This is an optimization exercise on Yosys and OpenROAD, whose aim is small area, not a production implementation. In this exercise RTL edits were held to simulation tests only and were not proved equivalent to the original.

==> flow/design.v (excerpt) <==
module process_r (
        ap_clk,
        ap_rst,
        ap_start,
        ap_done,
        ap_idle,
        ap_ready,
        ap_ce,
        incr_V,
        ap_return_0,
        ap_return_1
);
input   ap_clk;
input   ap_rst;
input   ap_start;
output  ap_done;
output  ap_idle;
output  ap_ready;
input   ap_ce;
input  [31:0] incr_V;
output  [15:0] ap_return_0;
output  [15:0] ap_return_1;
reg  [17:1] vld;
reg  [31:0] acc;
reg  [20:0] ph [2:15];
integer k;
always @(posedge ap_clk) begin
    if (ap_rst) begin
        vld <= 17'd0;
        acc <= 32'd0;
    end else if (ap_ce) begin
        vld <= {vld[16:1], ap_start};
        if (ap_start)
            acc <= acc + incr_V;
    end
end
always @(posedge ap_clk) begin
    if (ap_ce) begin
        ph[2] <= acc[31:11];
        for (k = 3; k <= 15; k = k + 1)
            ph[k] <= ph[k-1];
    end
end
assign ap_ready = ap_start & ap_ce;
assign ap_done  = ap_ce & vld[17];
assign ap_idle  = ~ap_start & ~(|vld);
wire [1:0] quad = ph[15][20:19];
wire [9:0] lsb  = ph[15][18:9];
wire [8:0] fi   = ph[15][8:0];
wire       swap = lsb[9] & (|lsb[8:0]);
wire [9:0] m    = lsb[9] ? (10'd0 - lsb) : lsb;
wire [16:0] tc, ts;
wire [15:0] fw;
process_r_dds_0_cbkb_cos cos_rom (.a(m), .q(tc));
process_r_dds_0_cbkb_sin sin_rom (.a(m), .q(ts));
process_r_dds_0_fcud     fine_rom (.a(fi), .q(fw));
reg  [16:0] c0_q, c1_q;
reg  [15:0] fw_q;
reg  [1:0]  quad_q;
reg         fnz_q, lnz_q;
always @(posedge ap_clk) begin
    if (ap_ce) begin
        c0_q   <= swap ? ts : tc;
        c1_q   <= swap ? tc : ts;
        fw_q   <= fw;
        quad_q <= quad;
        fnz_q  <= |fi;
        lnz_q  <= |lsb;
    end
end
wire [16:0] xh, yh;
dds_mac_mulsub_18dEe mul_x (.a(c1_q), .b(fw_q), .c(c0_q), .hi(xh));
dds_mac_muladd_16eOg mul_y (.a(c0_q), .b(fw_q), .c(c1_q), .hi(yh));
wire stx = fnz_q & lnz_q;
wire sty = fnz_q;
wire [14:0] kx = xh[16:2];
wire [14:0] ky = yh[16:2];
wire upx = xh[1] & (xh[0] | stx | kx[0]) & ~(&kx);
wire upy = yh[1] & (yh[0] | sty | ky[0]) & ~(&ky);
reg  [14:0] kx_q, ky_q;
reg         upx_q, upy_q;
reg  [1:0]  quad_r;
always @(posedge ap_clk) begin
    if (ap_ce) begin
        kx_q   <= kx;
        ky_q   <= ky;
        upx_q  <= upx;
        upy_q  <= upy;
        quad_r <= quad_q;
  ...
export LEC_CHECK = 0
export CAP_MARGIN = 20
export CORE_MARGIN = 5
export CORE_UTILIZATION = 35
export SLEW_MARGIN = 20
export SYNTH_MEMORY_MAX_BITS = 32768
create_clock -name core_clock -period 9.0 [get_ports {ap_clk}]
standard.sh (not shown) runs the stock make flow with config.mk's settings and CLKGATE_MAP_FILE= SYNTH_SCRIPT=/design/flow/synth_recipe.tcl, a recipe that flattens the netlist after the stock synthesis.
==> flow/flow/run.sh <==
#!/bin/bash
# Own flow: the standard layout (standard.sh), with the synthesis
# script replaced by flow/my_synth.tcl (area-oriented ABC mapping).
set -euo pipefail
here=$(pwd)
export FLOW_FLOW_ABC_SCRIPT=$here/flow/abc_area.script
sed "s#SYNTH_SCRIPT=[^ ]*#SYNTH_SCRIPT=$here/flow/my_synth.tcl#" standard.sh > my_standard.sh
grep -q "SYNTH_SCRIPT=$here/flow/my_synth.tcl" my_standard.sh
bash my_standard.sh > flow_make.log 2>&1
==> flow/flow/abc_area.script <==
strash
ifraig
dc2
strash
&get -n
&dch -f
&nf -R 1000
&put
topo
stime -c
buffer -c
upsize -c
dnsize -c
==> flow/flow/my_synth.tcl <==
# The standard synthesis (synth_recipe.tcl), except that the final ABC
# mapping uses flow/abc_area.script: area-oriented mapping followed by
# ABC's buffering and sizing. Registers are mapped exactly as in the
# standard synthesis; only the combinational mapping differs.
proc synth {args} { yosys synth -nofsm -noshare {*}$args }
proc abc {args} {
  set i [lsearch -exact $args -script]
  if { $i >= 0 } {
    lset args [expr {$i + 1}] $::env(FLOW_FLOW_ABC_SCRIPT)
  }
  yosys abc {*}$args
}
source $::env(SCRIPTS_DIR)/synth.tcl
# left out here: clear keep_hierarchy, flatten, clean up, hide names made inside functions, write 1_2_yosys.v
The starting point completed with no timing, DRC or antenna violations.
Then changed:
==> flow/run.sh (new file) <==
#!/bin/bash
# synth_recipe.tcl (not shown) runs the flow's synth.tcl, then flattens the netlist and writes it again
# the make line also repeats each setting of config.mk as NAME=value (left out here)
make -C /OpenROAD-flow-scripts/flow DESIGN_CONFIG=/design/flow/config.mk WORK_HOME=/design/flow/orfs CLKGATE_MAP_FILE= SYNTH_SCRIPT=/design/flow/synth_recipe.tcl finish
removed: flow/flow/run.sh
removed: flow/flow/abc_area.script
removed: flow/flow/my_synth.tcl
removed: flow/standard.sh
After rerunning:
- clock-buffer cell count grows by 3
- final area went up by a few percent
- routed wire length climbs by roughly a tenth
- setup slack improves by 0.82 ns
- maximum frequency grows by roughly a tenth
- area after synthesis goes up by roughly a tenth
- register-to-register slack improves by 0.82 ns
- worst hold slack is worse by 0.028 ns
- sequential cell count does not change

---

Another version of the RTL of process_r (not shown whole).
Size in the first run: about 4100 cells after synthesis, roughly 430 flip-flops, ~71 I/O pins.
==> flow/config.mk <==
export PLATFORM = sky130hd
export DESIGN_NAME = process_r
export DESIGN_NICKNAME = process_r
export VERILOG_FILES = /design/flow/design.v
export SDC_FILE = /design/flow/constraint.sdc
export NUM_CORES = 4
export LEC_CHECK = 0
export CAP_MARGIN = 30
export CORE_MARGIN = 5
export CORE_UTILIZATION = 45
export CTS_CLUSTER_DIAMETER = 80
export CTS_CLUSTER_SIZE = 25
export SLEW_MARGIN = 30
export SYNTH_MEMORY_MAX_BITS = 32768
==> flow/constraint.sdc <==
create_clock -name core_clock -period 9.0 [get_ports {ap_clk}]
set_input_delay 1.8000 -clock core_clock [delete_from_list [all_inputs] [get_ports {ap_clk}]]
set_output_delay 1.8000 -clock core_clock [all_outputs]
set_load 0.01 [all_outputs]
==> flow/flow/run.sh <==
#!/bin/bash
# Own flow: the standard layout (standard.sh), with the synthesis
# script replaced by flow/my_synth.tcl (no early generic ABC pass, so that
# full adders are extracted with their polarity; area-oriented ABC mapping).
set -euo pipefail
here=$(pwd)
export FLOW_FLOW_ABC_SCRIPT=$here/flow/abc_area.script
sed "s#SYNTH_SCRIPT=[^ ]*#SYNTH_SCRIPT=$here/flow/my_synth.tcl#" standard.sh > my_standard.sh
grep -q "SYNTH_SCRIPT=$here/flow/my_synth.tcl" my_standard.sh
bash my_standard.sh > flow_make.log 2>&1
==> flow/flow/abc_area.script <==
strash
ifraig
dc2
strash
&get -n
&dch -f
&nf
&put
topo
stime -c
buffer -c
upsize -c
dnsize -c
==> flow/flow/my_synth.tcl <==
# The standard synthesis (synth_recipe.tcl), except that yosys synth skips
# its early generic ABC pass (-noabc), and the final ABC
# mapping uses flow/abc_area.script: area-oriented mapping followed by
# ABC's buffering and sizing. Registers are mapped exactly as in the
# standard synthesis; only the combinational mapping differs.
proc synth {args} { yosys synth -nofsm -noshare -noabc {*}$args }
proc abc {args} {
  set i [lsearch -exact $args -script]
  if { $i >= 0 } {
    lset args [expr {$i + 1}] $::env(FLOW_FLOW_ABC_SCRIPT)
  }
  yosys abc {*}$args
}
source $::env(SCRIPTS_DIR)/synth.tcl
# left out here: clear keep_hierarchy, flatten, clean up, hide names made inside functions, write 1_2_yosys.v
The baseline ran to the end with no violations.
Change:
- CTS_CLUSTER_DIAMETER: 80 -> unset
- CTS_CLUSTER_SIZE: 25 -> unset
Via count went up by about 0.4%; setup slack is worse by 56 ps; fmax came out lower by about 0.7%; register-to-register slack got worse by 60 ps; wire length goes up by 0.59%.
Change:
- CAP_MARGIN: 30 -> 40
- CORE_UTILIZATION: 45 -> 35
- GPL_TIMING_DRIVEN: unset -> 0
- SETUP_SLACK_MARGIN: unset -> 0.3
- SLEW_MARGIN: 30 -> 40
The changed run went through all stages and came out clean. Wire length went up by 55%. Worst setup slack gets worse by 470 ps. Global-route usage is higher by 7.8 points. Clock skew went down by 28 ps.

---

## run M
process_r, a different RTL version from the one above (not shown whole).
Size: about 71 I/O pins, about 37000 um2 of cells after synthesis.
==> flow/config.mk <==
export PLATFORM = sky130hd
export DESIGN_NAME = process_r
export DESIGN_NICKNAME = process_r
export VERILOG_FILES = /design/flow/design.v
export SDC_FILE = /design/flow/constraint.sdc
export NUM_CORES = 4
export LEC_CHECK = 0
export CAP_MARGIN = 30
export CORE_MARGIN = 5
export CORE_UTILIZATION = 45
export CTS_CLUSTER_DIAMETER = 80
export CTS_CLUSTER_SIZE = 25
export SLEW_MARGIN = 30
export SYNTH_MEMORY_MAX_BITS = 32768
==> flow/constraint.sdc <==
create_clock -name core_clock -period 9.0 [get_ports {ap_clk}]
set_input_delay 1.8000 -clock core_clock [delete_from_list [all_inputs] [get_ports {ap_clk}]]
set_output_delay 1.8000 -clock core_clock [all_outputs]
set_load 0.01 [all_outputs]
Scripts as last shown in full above: flow/flow/run.sh, flow/flow/abc_area.script, flow/flow/my_synth.tcl
Run M closes out successfully: all stages finished, all timing, DRC and antenna checks passed.
Relative to run M, the following input files were edited for run Y:
-- flow/config.mk --
<<< run M, line 8
export CAP_MARGIN = 30
>>> run Y, line 8
export CAP_MARGIN = 25
<<< run M, line 11
export CTS_CLUSTER_DIAMETER = 80
export CTS_CLUSTER_SIZE = 25
export SLEW_MARGIN = 30
>>> run Y, line 11
export CTS_CLUSTER_DIAMETER = 100
export CTS_CLUSTER_SIZE = 30
export SLEW_MARGIN = 25
[summary]
Run Y finished every step from synthesis to the final layout, and the layout passed the timing, design-rule and antenna checks. Starting density of the core: run M vs run Y identical. Run M -> run Y: net count after synthesis delta 0, exact match. The final critical-path required period of run Y exceeds that of run M by 0.090 ns. Looking at run Y and run M, the wire length reported by the detailed router is a wash. The post-placement worst setup slack in run Y sits 0.060 ns below the value recorded for run M. Status: largest buffer count on any clock path parity (run M, run Y). Via count of the first global-routing pass: run Y vs run M down 0.98%. The run showing the smaller number of buffers outside the clock class in the layout is run Y.

---

Setup of the previous run:
process_r with an RTL version that a note above also has.
Size: about 430 flip-flops, ~71 I/O pins, about 38000 µm² of cells after synthesis.
==> flow/config.mk <==
export PLATFORM = sky130hd
export DESIGN_NAME = process_r
export DESIGN_NICKNAME = process_r
export VERILOG_FILES = /design/flow/design.v
export SDC_FILE = /design/flow/constraint.sdc
export NUM_CORES = 4
export LEC_CHECK = 0
export CAP_MARGIN = 40
export CORE_MARGIN = 5
export CORE_UTILIZATION = 40
export CTS_CLUSTER_DIAMETER = 100
export CTS_CLUSTER_SIZE = 30
export SETUP_SLACK_MARGIN = 0.3
export SLEW_MARGIN = 40
export SYNTH_MEMORY_MAX_BITS = 32768
==> flow/constraint.sdc <==
create_clock -name core_clock -period 9.0 [get_ports {ap_clk}]
set_input_delay 1.8000 -clock core_clock [delete_from_list [all_inputs] [get_ports {ap_clk}]]
set_output_delay 1.8000 -clock core_clock [all_outputs]
set_load 0.01 [all_outputs]
Scripts as last shown in full above: flow/flow/run.sh, flow/flow/abc_area.script, flow/flow/my_synth.tcl
The following lists how the current run was set up differently from the previous run:
Settings: CTS_CLUSTER_DIAMETER: 100 -> unset; CTS_CLUSTER_SIZE: 30 -> unset.
==> flow/flow/abc_area.script <==
strash
ifraig
dc2
strash
&get -n
&dch -f
&nf
&put
-- flow/flow/my_synth.tcl --
<<< the previous run, line 3
# mapping uses flow/abc_area.script: area-oriented mapping followed by
# ABC's buffering and sizing. Registers are mapped exactly as in the
>>> the current run, line 3
# mapping uses flow/abc_area.script: area-oriented mapping only (the
# layout flow buffers and sizes). Registers are mapped exactly as in the
--- outcome ---
Relative to the previous run, area of the mapped netlist has gone down in the current run.
Buffering overhead: higher on the current run
Comparing the two runs side by side, the current run comes out behind the previous run on routed wire length.
Where design area is concerned, the previous run is better than the current run.
From the previous run to the current run the numbers moved as follows: clock tree skew after final layout picked up an extra 0.0067 ns; critical path depth picked up an extra 10%.
For met3 wire length, dividing the value from the previous run by the value from the current run gives 1.06.

port drivers added, routing unchanged:
In the flow no input, the clock included, has a driving cell. The finished layouts below were timed again as built, in two steps. Step 1 sets driving cells, clkbuf_16 on the clock port and buf_2 on the other inputs (assumed; they add their load-dependent delay and slew). Step 2 also shifts input and output timing later by t, the mid clock arrival at the registers, as if the neighbouring blocks saw the same clock. a / b / c = ideal ports / drivers / drivers and shift; a / b = the first two.
| run | t, ns | setup WS [ns] | worst setup path after step 2 | clock arrival spread, ns |
|---|---|---|---|---|
| the first run of note 1 | 0.716 | 0.594 / 0.594 / 0.594 | register to register | 0.033 / 0.032 |
| the second run of note 1 | 0.726 | 1.419 / 1.419 / 1.419 | register to register | 0.045 / 0.045 |
| the first run of note 2 | 0.704 | 1.041 / 1.041 / 1.041 | register to register | 0.058 / 0.059 |
| the second run of note 2 | 0.675 | 0.985 / 0.985 / 0.985 | register to register | 0.068 / 0.068 |
| the third run of note 2 | 0.715 | 0.518 / 0.518 / 0.518 | register to register | 0.038 / 0.038 |
| run M | 0.641 | 1.188 / 1.188 / 1.188 | register to register | 0.026 / 0.026 |
| run Y | 0.629 | 1.098 / 1.098 / 1.098 | register to register | 0.032 / 0.032 |
| the previous run | 0.677 | 1.122 / 1.122 / 1.122 | register to register | 0.041 / 0.041 |
| the current run | 0.695 | 0.862 / 0.862 / 0.862 | register to register | 0.045 / 0.044 |
After both steps setup and hold are still met in every run listed.
